Background: an optimization exercise with open tools, aiming at small area, a short achievable clock period and few clock cycles. Do not read the settings as production practice.
Only simulation tests tie the RTL to the original design; equivalence was not proved.

File: design/flow/run.sh
#!/bin/bash
# synth_recipe.tcl (not shown) runs the flow's synth.tcl, then flattens the netlist and writes it again
# the make line also repeats each setting of config.mk as NAME=value (left out here)
make -C /OpenROAD-flow-scripts/flow DESIGN_CONFIG=/design/flow/config.mk WORK_HOME=/design/flow/orfs CLKGATE_MAP_FILE= SYNTH_SCRIPT=/design/flow/synth_recipe.tcl finish
File: design/flow/config.mk
export PLATFORM = sky130hd
export DESIGN_NAME = geofence
export DESIGN_NICKNAME = geofence
export VERILOG_FILES = /design/flow/design.v
export SDC_FILE = /design/flow/constraint.sdc
export NUM_CORES = 4
export LEC_CHECK = 0
export CAP_MARGIN = 20
export CORE_MARGIN = 2
export CORE_UTILIZATION = 40
export SLEW_MARGIN = 20
File: design/flow/constraint.sdc
create_clock -name core_clock -period 5.5 [get_ports {clk}]
set_input_delay 1.1000 -clock core_clock [delete_from_list [all_inputs] [get_ports {clk}]]
set_output_delay 1.1000 -clock core_clock [all_outputs]
set_load 0.01 [all_outputs]
File: design/flow/design.v
module geofence (clk, reset, X, Y, valid, is_inside);
  input clk;
  input reset;
  input [9:0] X;
  input [9:0] Y;
  output valid;
  output is_inside;
  localparam S_IN = 2'd0, S_SCAN = 2'd1, S_PAIR = 2'd2, S_WAIT = 2'd3;
  reg [1:0] st;
  reg [3:0] cnt;
  reg [2:0] scfg;
  reg [2:0] mask;
  reg [1:0] tp;
  reg       opp, hf;
  reg [2:0] ph, rnd;
  reg [9:0] tx, ty;
  always @(posedge clk) if (st == S_IN && cnt == 4'd1) begin tx <= X; ty <= Y; end
  wire        sxn = X < tx;
  wire        syn = Y < ty;
  wire [9:0]  mxn = sxn ? tx - X : X - tx;
  wire [9:0]  myn = syn ? ty - Y : Y - ty;
  reg [21:0] dr0, dr1, dr2, dr3, dr4, dr5;
  wire wr_d = (st == S_IN) && (cnt >= 4'd2) && (cnt <= 4'd7);
  always @(posedge clk) begin
    dr0 <= wr_d ? {sxn, mxn, syn, myn} : dr5;
    dr1 <= dr0; dr2 <= dr1; dr3 <= dr2; dr4 <= dr3; dr5 <= dr4;
  end
  wire       bsx = dr0[21];
  wire [9:0] bax = dr0[20:11];
  wire       bsy = dr0[10];
  wire [9:0] bay = dr0[9:0];
  wire nzx = |bax;
  wire nzy = |bay;
  wire q0 = ~bsx & nzx & ~bsy;
  wire q1 = (bsx | ~nzx) & ~bsy & nzy;
  wire q3 = ~bsx & bsy;
  wire [1:0] quad = {~q0 & ~q1, q1 | q3};
  wire odd = q1 | q3;
  wire lex = bay <= bax;
  wire eqx = bay == bax;
  wire half0 = odd ? (~lex | eqx) : lex;
  wire [9:0] mn = lex ? bay : bax;
  wire [9:0] mxv = lex ? bax : bay;
  reg [9:0] ra, rb;         
  wire fb_a, fb_b;
  wire [9:0] n0 = fb_b ? rb : (fb_a ? ra : mn);
  function [10:0] dstep;    
    input [9:0] r;
    input [9:0] d;
    reg [11:0] t;
    begin
      t = {1'b0, r, 1'b0} - {2'b0, d};
      dstep = t[11] ? {1'b0, r[8:0], 1'b0} : {1'b1, t[9:0]};
    end
  endfunction
  wire [10:0] s1 = dstep(n0, mxv);
  wire [10:0] s2 = dstep(s1[9:0], mxv);
  reg [9:0] pr, pd;
  reg [1:0] pq, pquad;
  reg       phalf1;
  always @(posedge clk) begin
    pr <= s2[9:0]; pd <= mxv; pq <= {s1[10], s2[10]}; pquad <= quad; phalf1 <= ~half0;
  end
  wire [10:0] s3 = dstep(pr, pd);
  wire [10:0] s4 = dstep(s3[9:0], pd);
  wire [3:0]  q4 = {pq, s3[10], s4[10]};
  wire [9:0]  rem = s4[9:0];
  wire [6:0]  code = {pquad, phalf1, phalf1 ? ~q4 : q4};
  reg [9:0] e0, e1, e2, e3, e4, e5;
  wire [9:0] ev [0:5];
  assign ev[0] = e0; assign ev[1] = e1; assign ev[2] = e2;
  assign ev[3] = e3; assign ev[4] = e4; assign ev[5] = e5;
  wire [2:0] upd [0:5];
  wire [5:0] cmp_en;
  wire [5:0] a_p, a_n, a_a;
  genvar g;
  generate
    for (g = 1; g < 6; g = g + 1) begin : cmpg
      wire [6:0] dl = e0[9:3] - ev[g][9:3];
      wire amb = dl[5:0] == 6'd0;
      assign cmp_en[g] = (st == S_IN) && (cnt >= 4'd6) && (cnt <= 4'd10) && (g <= cnt - 4'd5);
      assign a_p[g] = cmp_en[g] & ~amb & ~dl[6];
      assign a_n[g] = cmp_en[g] & ~amb & dl[6];
      assign a_a[g] = cmp_en[g] & amb;
    end
  endgenerate
  assign cmp_en[0] = 1'b0;
  assign a_p[0] = 1'b0; assign a_n[0] = 1'b0; assign a_a[0] = 1'b0;
  wire       res_v;
  wire       res_pos;    
  wire [2:0] ua = res_pos ? 3'b100 : 3'b010;
  wire [2:0] ub = res_pos ? 3'b010 : 3'b100;
  wire [2:0] apos = 3'd5 - {1'b0, tp};  
  generate
    for (g = 0; g < 6; g = g + 1) begin : updg
      wire [2:0] u_in = (g == 0) ? {|a_n[5:1], |a_p[5:1], |a_a[5:1]}
                                 : {a_p[g], a_n[g], a_a[g]};
      wire [2:0] u_fb = (res_v && g == 5) ? ub :
                        (res_v && g == apos) ? ua : 3'b000;
      assign upd[g] = u_in | u_fb;
    end
  endgenerate
  wire [9:0] f0 = e0 | {7'd0, upd[0]};
  wire [9:0] f1 = e1 | {7'd0, upd[1]};
  wire [9:0] f2 = e2 | {7'd0, upd[2]};
  wire [9:0] f3 = e3 | {7'd0, upd[3]};
  wire [9:0] f4 = e4 | {7'd0, upd[4]};
  wire [9:0] f5 = e5 | {7'd0, upd[5]};
  wire wr_c = (st == S_IN) && (cnt >= 4'd4) && (cnt <= 4'd9);
  always @(posedge clk) begin
    e0 <= wr_c ? {code, 3'b000} : f5;
    e1 <= f0; e2 <= f1; e3 <= f2; e4 <= f3; e5 <= f4;
  end
  wire [5:0] fP = {f5[2], f4[2], f3[2], f2[2], f1[2], f0[2]};
  wire [5:0] fN = {f5[1], f4[1], f3[1], f2[1], f1[1], f0[1]};
  wire [5:0] fA = {f5[0], f4[0], f3[0], f2[0], f1[0], f0[0]};
  wire ins_sure = &(fP & fN);
  wire out_sure = |(~fA & ~(fP & fN));
  wire [5:0] rP = {e5[2], e4[2], e3[2], e2[2], e1[2], e0[2]};
  wire [5:0] rN = {e5[1], e4[1], e3[1], e2[1], e1[1], e0[1]};
  wire ins_now = &(rP & rN);
  wire amb1 = e4[8:3] == e5[8:3];
  wire amb2 = e4[8:3] == e0[8:3];
  wire amb3 = (e4[8:3] == e1[8:3]) && (scfg < 3'd3);
  wire [2:0] pend = {amb3, amb2, amb1} & ~mask;
  wire [1:0] tsel = pend[0] ? 2'd1 : (pend[1] ? 2'd2 : 2'd3);
  wire [2:0] tbit = pend[0] ? 3'b001 : (pend[1] ? 3'b010 : 3'b100);
  wire [9:0] eb = (tsel == 2'd1) ? e5 : ((tsel == 2'd2) ? e0 : e1);
  wire [2:0] bph_fb = 3'd6 - {1'b0, tp};               
  wire [2:0] bph_c  = (tp == 2'd1) ? 3'd0 : (3'd7 - {1'b0, tp});  
  wire [2:0] brnd   = (tp == 2'd1) ? rnd - 3'd1 : rnd;
  assign fb_a = (st == S_PAIR) && (ph == 3'd0) && (rnd != 3'd0);
  assign fb_b = (st == S_PAIR) && (ph == bph_fb) && (rnd != 3'd0);
  wire a_cap = (st == S_PAIR) && (ph == 3'd1);
  wire b_c   = (st == S_PAIR) && (ph == bph_c) && !(tp == 2'd1 && rnd == 3'd0);
  reg [3:0] ba;
  wire differ = q4 != ba;
  assign res_v = b_c && (brnd != 3'd0) && (differ || brnd == 3'd5);
  assign res_pos = differ & ((q4 > ba) ^ hf ^ opp);
  always @(posedge clk) begin
    if (a_cap) begin
      ra <= rem;
      ba <= q4;
    end
    if (b_c) rb <= rem;
  end
  wire fin_scan = (st == S_SCAN) && (ins_now || (pend == 3'd0 && scfg == 3'd5));
  assign valid = ((st == S_IN) && (cnt == 4'd10) && (ins_sure | out_sure)) || fin_scan;
  assign is_inside = (st == S_IN) ? ins_sure : ins_now;
  always @(posedge clk or posedge reset) begin
    if (reset) begin
      st <= S_IN;
      cnt <= 4'd1;
      scfg <= 3'd0;
      mask <= 3'd0;
      tp <= 2'd1;
      opp <= 1'b0;
      hf <= 1'b0;
      ph <= 3'd0;
      rnd <= 3'd0;
    end else begin
      case (st)
        S_IN: begin
          if (cnt == 4'd10) begin
            cnt <= 4'd1;
            if (!(ins_sure | out_sure)) begin
              st <= S_SCAN;
              scfg <= 3'd0;
              mask <= 3'd0;
            end
          end else
            cnt <= cnt + 4'd1;
        end
        S_SCAN: begin
          if (fin_scan) begin
            st <= S_IN;
            cnt <= 4'd1;
          end else if (pend == 3'd0) begin
            scfg <= scfg + 3'd1;
            mask <= 3'd0;
          end else begin
            st <= S_PAIR;
            tp <= tsel;
            mask <= mask | tbit;
            opp <= e4[9] ^ eb[9];
            hf <= e4[7];
            ph <= 3'd1;
            rnd <= 3'd0;
          end
        end
        default: begin  
          if (ph == 3'd5) begin
            ph <= 3'd0;
            rnd <= rnd + 3'd1;
          end else
            ph <= ph + 3'd1;
          if (st == S_PAIR && res_v)
            st <= (ph == 3'd5) ? S_SCAN : S_WAIT;
          else if (st == S_WAIT && ph == 3'd5)
            st <= S_SCAN;
        end
      endcase
    end
  end
endmodule
==> summary.txt <==
Status
  – Status: complete, but fails checks
  – Layout Check Fails: negative setup slack

Floorplanning
  – Core footprint: around 36,000 µm²
  – I/O pins: 24
  – Die footprint: 38,030 µm²
  – Die width: roughly 200 µm
  – Die H: 195.0 µm
  – Initial core utilization: 0.4084
  – Row Count: 69

Clock tree
  – Clock sinks: between 200 and 300
  – Clock Latency Late Sink: around 0.57 ns
  – Clock buffer depth: 3
  – CTS Hold Bufs: 0
  – Clock root buffer: clkbuf_16
  – Clock slew at reported path FFs: roughly 0.06 ns
  – CTS tree: done
  – Total CTS buffers: 31
  – H-tree Lvls: 1

Synthesis
  – Yosys synthesis warning count: 1
  – Sequential share of the synthesized area: 0.4261
  – Top FF cell, synth: dfxtp_1
  – Syn nets: roughly 1,700
  – Cells after Synth: ~1,500
  – Distinct cells, synth: 84
  – Ys async rst share: 0.07774
  – Synthesized flop and latch total: roughly 280
  – Number of synthesized flops with an enable pin: 44
  – Post-synth top area share: 0.2976
  – Area leader, netlist: dfxtp_1
  – Syn avg cell area: 9.477 µm²
  – Netlist Area Pre-Place: 14,600 µm²
  – Dominant cells by area after synthesis: dfxtp_1 (30%), ha_1 (12%), edfxtp_1 (9.1%)

Layout
  – Commonest non-fill, non-tap cells in the layout: buf_4 (221), dfxtp_1 (207), inv_1 (141)
  – N_diodes: 0
  – Fin cells: 2,277
  – FF/Latch Area: approximately 6200 µm²
  – # fillers: around 3,200
  – Multi-input logic area: 8244 µm²
  – Area Growth Syn to Fin: 27.80%
  – Commonest non-fill, non-tap cell in the layout: buf_4
  – Design Area, Final: between 15,000 and 20,000 µm²
  – Fin util: 0.5219
  – Ratio of cells with drive above 1 in the final layout: 0.2478
  – Post-layout net count: just under 2,000

Worst setup path
  – Reg2reg start: pd[1]
  – Crit path depth: 34
  – Kind of critical path: flop to output pin
  – Crit Path Max Fanout: 4
  – Register-to-register setup slack: -0.48 ns
  – Buffers & Inverters on Critical Path: 3
  – Most frequent CP cell: o21ai_2
  – Critical Path Start Type: flop
  – Worst setup endpoint: valid
  – Worst EP arrival: about 6.3 ns
  – Worst setup path start: pd[1]
  – Slowest cell on crit path: or4_4
  – CP top delay family: simple AND/OR/NAND/NOR gates
  – Worst R2R End: scfg[1]
  – Crit-path max cell delay: between 0.5 and 0.6 ns
  – Worst Path Required: approximately 4.4 ns
  – R2r worst-path depth: 37
  – CP Capture Type: output pin

Placed design
  – Placed cell count: 2,165
  – Cell area after placement: roughly 17,000 µm²
  – Gp weighted congestion: 0.9115
  – Post-DP HPWL: around 27,000 µm
  – Port Buffers: 23
  – Pre-CTS setup slack: -1.984 ns

Route
  – 1st-pass router iterations: 5
  – # DRC: 0
  – Detailed Route Iter0 Violations: about 690
  – Via density: ~5.1
  – Wirelength per Cell: 15.92 µm
  – Final WL: 36,250 µm
  – Via count: between 10,000 and 15,000
  – Antenna Violating Nets Remaining: 0

Global routing
  – Largest net degree at the start of global routing: 42
  – First-pass GRT wire length: about 58,000 µm
  – Initial antenna violation count: 0
  – Grt ovf: 0
  – Vias in the first global route: about 11,000
  – GRT Util Overall: 0.1891

STA
  – Fin crit period: ~7.3 ns
  – Period utilization: 1.336
  – RSZ-0062 raised after global routing: yes
  – Worst slew pin tran: 0.7065 ns
  – Relative slew slack: 0.5240
  – Clock Skews: ~0.0099 ns
  – Final setup viols: 14
  – Pins over their slew limit: 0
  – Post-layout worst setup margin: -1.848 ns
  – Final count of hold timing violations: 0
  – Fmax: between 100 and 150 MHz

Job
  – Max-cap viol count: 0

Hold path
  – Worst hold path type: flop to flop
  – Hold depth: 0
-- logic make-up after synthesis --
family          count (synthesis)  share of synthesized area
compound gates                378                     0.1665
xor+xnor                       70                    0.04201
fa+ha+maj                     142                     0.1253
buf+inv                       189                    0.05109
flops                         283                     0.4261
mux                            56                    0.04286
simple gates                  422                     0.1462
-- per-stage QoR --
step	hold slack (ns)	setup TNS (ns)
after floorplan	0.3096	-7.149
after global placement	0.3099	-12.04
after detailed placement	0.3121	-13.70
after CTS	0.3216	-9.807
after global routing	0.3258	-13.35
final	0.3230	-6.847
-- final cells by class --
cell class                      count  share of cell area
Multi-Input combinational cell   1069              0.4420
Sequential cell                   283              0.3340
Timing Repair Buffer              256              0.1089
Clock buffer                       39             0.04481
Tap cell                          461             0.03092
Inverter                          151             0.03045
Clock inverter                     18            0.008921
-- synth_stat cells (10+ instances only) --
| cell | count |
|---|---|
| nor2_1 | 69 |
| inv_1 | 150 |
| clkbuf_1 | 24 |
| a31oi_1 | 11 |
| a21o_1 | 34 |
| and3_1 | 12 |
| nor2b_1 | 33 |
| dfxtp_1 | 217 |
| ha_1 | 135 |
| o21ai_0 | 104 |
| a21boi_0 | 10 |
| nand2b_1 | 33 |
| nand3_1 | 27 |
| xor2_1 | 36 |
| nand4_1 | 13 |
| nor4_1 | 10 |
| a21oi_1 | 101 |
| mux2i_1 | 30 |
| nor3_1 | 29 |
| dfrtp_1 | 20 |
| a211oi_1 | 14 |
| edfxtp_1 | 44 |
| nand2_1 | 143 |
| xnor2_1 | 34 |
| mux2_2 | 17 |
-- sequential cells by signal, summed over array words and instances, names as in the netlist, 4 cells and up --
| name | count |
|---|---|
| pr | 10 |
| e5 | 10 |
| e4 | 10 |
| e3 | 10 |
| dr1 | 22 |
| e1 | 10 |
| ty | 10 |
| e0 | 10 |
| ba | 4 |
| dr5 | 22 |
| rb | 10 |
| e2 | 10 |
| tx | 10 |
| ra | 10 |
| dr0 | 22 |
| dr3 | 22 |
| cnt | 4 |
| dr4 | 22 |
| pd | 10 |
| dr2 | 22 |
-- worst min-delay path by stage --
stage	endpoint	start	slack (ns)
finish	dr4[17]	dr3[17]	0.32
global route	dr4[2]	dr3[2]	0.33
CTS	dr3[3]	dr2[3]	0.32
detailed placement	dr2[8]	dr1[8]	0.31
global placement	dr4[20]	dr3[20]	0.31
floorplan	dr2[0]	dr1[0]	0.31
-- timing repair --
action                                  4_1_cts  5_1_grt
resized for setup                            72       43
buffers inserted                             53       13
gates cloned                                  1        0
pin swaps                                    56       38
endpoints found under the setup margin       20       36
-- layer usage --
| metal | share of wire | global-route usage | vias up |
|---|---|---|---|
| met3 | 0.036 | 0.02435 | 75 |
| met2 | 0.46 | 0.3153 | 208 |
| met1 | 0.46 | 0.2520 | 5410 |
| met5 | 0 | 0 | - |
| met4 | 0.036 | 0.06757 | 0 |
| li1 | - | - | 5918 |
Testbench counts, summed over its fixed seeds: cycles 16,758.

==> afterwards: timing with drivers on the ports <==
How much do the figures lean on ideal ports? The routed layout below was timed once more, with nothing changed but the port constraints. Step 1 assumes that a clkbuf_16 drives the clock port and a buf_2 every other input. Step 2, shift: input delay + t, output delay - t, t = (earliest + latest rising clock arrival at the registers) / 2. This alone moves slack from input paths to output paths. a / b / c = no drivers / after step 1 / after step 2; a / b = the first two.
shift t [ns]: 0.611
setup slack, ns: -1.848 / -1.897 / -1.287
worst setup path at the end: register to output
pins driven straight from the clock port: 1
For this run, drivers alone change the setup slack by -0.049 ns; drivers and shift together by +0.561 ns.
